Source: an optimization exercise on an open RTL-to-GDS flow (aim: small area). Production flows keep margins and buffers that such runs may drop. The RTL was checked by simulation tests, not by an equivalence proof against the original design. Power is estimated from default activity; no workload was simulated.

Design sdr_rx, start of the top module:
module sdr_rx (
    input wire clk,
    input wire reset,
    input wire signed [9:0] adc_in,
    input wire [1:0] dr,
    input wire [25:0] frq,
    input wire [3:0] cic_shf,
    input wire ns_ena,
    input wire [2:0] demod_type,
    output wire [6:0] sathld,
    output wire diag,
    output wire valid,
    output wire signed [15:0] l_out,
    output wire signed [15:0] r_out
);
For scale: about 120,000 um2 of cells after synthesis.
==> module ddc_14, before the edit <==
module ddc_14 #(
    parameter isz = 14,  
              fsz = 26,  
              osz = 16,  
              gsz = 8    
)
(
    input clk, reset,
    input signed [isz-1:0] in,
	input [1:0] dr,
	input [fsz-1:0] frq,
    input [3:0] cic_shf,
    input ns_ena,
    output reg [6:0] sathld,
    output valid,
    output signed [osz-1:0] i_out, q_out,
    output diag
);
	reg [gsz-1:0] drate;
	always @(posedge clk)
		case(dr)
			2'b00: drate = 8'd255;		 
			2'b01: drate = 8'd127;		 
			2'b10: drate = 8'd63;		 
			2'b11: drate = 8'd32;		 
			default: drate = 8'd255;
		endcase
    reg [gsz-1:0] dcnt;
    reg ena_cic;
    wire ena_pre = (dcnt == 0);      
    reg [3:0] comb_stp;
    wire [gsz-1:0] dcnt_m1;
    rca #(.W(gsz)) u_dcnt(.a(dcnt), .b({gsz{1'b1}}), .ci(1'b0), .s(dcnt_m1), .co());
    always @(posedge clk)
    begin
        if(reset == 1'b1)
        begin
            dcnt <= 0;
            ena_cic <= 1'b0;
            comb_stp <= 4'd0;
        end
        else
        begin
			if(dcnt == 0)
			begin
				dcnt <= drate;
				ena_cic <= 1'b1;
			end
			else
			begin
				dcnt <= dcnt_m1;
				ena_cic <= 1'b0;
			end
            comb_stp <= {comb_stp[2:0], ena_cic};
       end
    end
    wire [isz-1:0] tuner_i, tuner_q;
    wire tuner_i_s, tuner_q_s;
    tuner_2 #(
        .dsz(isz),
        .fsz(fsz)
    )
    u_tuner(
        .clk(clk),
        .reset(reset),
        .in(in),
        .frq(frq),
        .ns_ena(ns_ena),
        .i_v(tuner_i), .i_s(tuner_i_s),
        .q_v(tuner_q), .q_s(tuner_q_s)
    );
    parameter cicsz = 21;
    wire signed [cicsz-1:0] cic_i, cic_q;
    cic_dec_4 #(.ISZ(isz), .ASZ(isz+4*gsz), .OSZ(cicsz))
    u_cic_i(
        .clk(clk),
        .reset(reset),
        .ena_out(ena_pre),
        .stp({comb_stp[2:0], ena_cic}),
        .xv(tuner_i), .xs(tuner_i_s),
        .y(cic_i)
    );
    reg diag_r;
    always @(posedge clk)
        if(reset == 1'b1)
            diag_r <= 1'b0;
        else if(comb_stp[3])
            diag_r <= cic_i[cicsz-1];
    assign diag = diag_r;
    cic_dec_4 #(.ISZ(isz), .ASZ(isz+4*gsz), .OSZ(cicsz))
    u_cic_q(
        .clk(clk),
        .reset(reset),
        .ena_out(ena_pre),
        .stp({comb_stp[2:0], ena_cic}),
        .xv(tuner_q), .xs(tuner_q_s),
        .y(cic_q)
    );
    wire signed [cicsz+6:0] cic_i_shf = cic_i<<<cic_shf;
    wire signed [cicsz+6:0] cic_q_shf = cic_q<<<cic_shf;
    wire signed [osz-1:0] cic_i_sat, cic_q_sat;
    wire isatflg, qsatflg;
    reg satflg_d;
    reg satval;
    reg [6:0] satcnt, satsum;
    wire [6:0] satcnt_p1, satsum_p;
    rca #(.W(7)) u_satcnt(.a(satcnt), .b(7'd0), .ci(1'b1), .s(satcnt_p1), .co());
    rca #(.W(7)) u_satsum(.a(satsum), .b(7'd0), .ci(satval), .s(satsum_p), .co());
    sat_flag #(.isz(osz+7), .osz(osz))
        u_sat_i(.in(cic_i_shf[cicsz+6:cicsz-osz]), .out(cic_i_sat), .flag(isatflg));
    sat_flag #(.isz(osz+7), .osz(osz))
        u_sat_q(.in(cic_q_shf[cicsz+6:cicsz-osz]), .out(cic_q_sat), .flag(qsatflg));
    reg satflg;
    always @(posedge clk)
    begin
        if(reset == 1'b1)
            satflg <= 1'b0;
        else if(comb_stp[3])
            satflg <= isatflg|qsatflg;
        satflg_d <= satflg;
        if(reset == 1'b1)
        begin
            satcnt <= 0;
			satval <= 0;
            satsum <= 0;
            sathld <= 0;
        end
        else
        begin
 			satcnt <= satcnt_p1;
			satval <= satflg_d;
            satsum <= satsum_p;
            if(satcnt == 7'h7f)
            begin
                sathld <= satsum;
                satsum <= 0;
            end
        end
    end
	fir8dec_par #(
        .isz(osz),           
	    .osz(osz)            
    )
	u_fir(
		.clk(clk),								 
		.reset(reset),							 
		.ena(comb_stp[3]),						 
		.iin(cic_i_sat), .qin(cic_q_sat),    	 
		.valid(valid),                   		 
		.iout(i_out), .qout(q_out)				 
	);
endmodule
export LEC_CHECK = 0
export ABC_AREA = 1
export CAP_MARGIN = 20
export CORE_MARGIN = 2
export CORE_UTILIZATION = 35
export SLEW_MARGIN = 20
export SYNTH_MEMORY_MAX_BITS = 32768
create_clock -name core_clock -period 12.5 [get_ports {clk}]
standard.sh (not shown) runs the stock make flow with config.mk's settings and CLKGATE_MAP_FILE= SYNTH_SCRIPT=/design/flow/synth_recipe.tcl, a recipe that flattens the netlist after the stock synthesis.
==> flow/flow/run.sh <==
#!/bin/bash
# Layout flow: the standard flow (standard.sh) with two changes.
#  1. Synthesis maps the logic with an area-oriented ABC script
#     (flow/abc_area_map.script) in place of ORFS's; the rest of synthesis
#     (synth_recipe.tcl and ORFS's synth.tcl) is unchanged, so the registers
#     are the standard synthesis's.
#  2. Clock tree synthesis clusters up to 28 sinks within 90 um per leaf
#     buffer (clkbuf_16), uses clkbuf_4 above the leaves and inserts no
#     dummy loads.
# Logs: synth.log (synthesis), standard.log (the rest, via standard.sh);
# ORFS's own per-step logs are under orfs/logs.
set -euo pipefail
W=$(pwd)

# ORFS's synth.tcl, with our ABC script in place of the one ABC_AREA picks
sed 's#^source \$::env(SCRIPTS_DIR)/synth_preamble.tcl$#&\nset abc_args [lreplace $abc_args 1 1 '"$W"'/flow/abc_area_map.script]#' \
    "$FLOW_HOME/scripts/synth.tcl" > "$W/synth_custom.tcl"
grep -q 'abc_area_map.script' "$W/synth_custom.tcl"
sed 's#^source \$::env(SCRIPTS_DIR)/synth.tcl$#source '"$W"'/synth_custom.tcl#' synth_recipe.tcl > "$W/synth_recipe_custom.tcl"
grep -q 'synth_custom.tcl' "$W/synth_recipe_custom.tcl"

# standard.sh's make command, with our synthesis script, for synthesis only
MK=$(grep -m1 '^make -C' standard.sh)
MK=${MK%\"\$\{@:-finish\}\"}
MK=$(echo "$MK" | sed "s#SYNTH_SCRIPT=[^ ]*#SYNTH_SCRIPT=$W/synth_recipe_custom.tcl#")
eval "$MK synth" > synth.log 2>&1

# the rest of the standard flow
export CTS_ARGS="-sink_clustering_enable -repair_clock_nets -sink_clustering_size 28 -sink_clustering_max_diameter 90 -sink_clustering_buffer sky130_fd_sc_hd__clkbuf_16 -buf_list sky130_fd_sc_hd__clkbuf_4 -dont_use_dummy_load"
bash standard.sh > standard.log 2>&1
==> flow/flow/abc_area_map.script <==
strash
balance
rewrite
refactor
balance
rewrite
rewrite -z
balance
refactor -z
rewrite -z
balance
dch
amap
topo
stime -c
buffer -c
upsize -c
dnsize -c
Next try:
--- a/flow/design.v
+++ b/flow/design.v
@@ -4574,5 +4574,5 @@
 );
 	reg [gsz-1:0] drate;
-	always @(posedge clk)
+	always @(*)
 		case(dr)
 			2'b00: drate = 8'd255;		 
After rerunning:
- setup slack gains 0.070 ns
- power rose slightly
- cell area barely changes
- cell count barely changes
- global-route usage stays flat
- via count went down slightly
- utilization barely changes
- critical path depth shrinks by 3
- sequential power is about the same
- count of clock-buffer cells in the layout went up by 2
- non-clock buffer count came out higher by 14
- sequential cell count falls by 3
- first-iteration DRC count fell by roughly a tenth
- die area stays flat

what the ideal ports hide:
No port has a modelled driver above. Below, the same layouts with a new extraction and two added sets of constraints. Step 1 sets driving cells, clkbuf_16 on the clock port and buf_2 on the other inputs (assumed; they add their load-dependent delay and slew). Step 2 times the ports against the registers' clock, not the clock port: input delays grow and output delays shrink by t, the midpoint of the rising clock arrivals with the driver on. Three values: no drivers, after step 1, after step 2; two values: the first two.
| run | t (ns) | slack for setup (ns) | worst data-port slew with drivers (ns) |
|---|---|---|---|
| the first run | 1.477 | 0.747 / 0.747 / 0.747 | 0.22 |
| the second run | 1.424 | 0.817 / 0.817 / 0.817 | 0.22 |
After both steps every run listed still meets setup and hold.
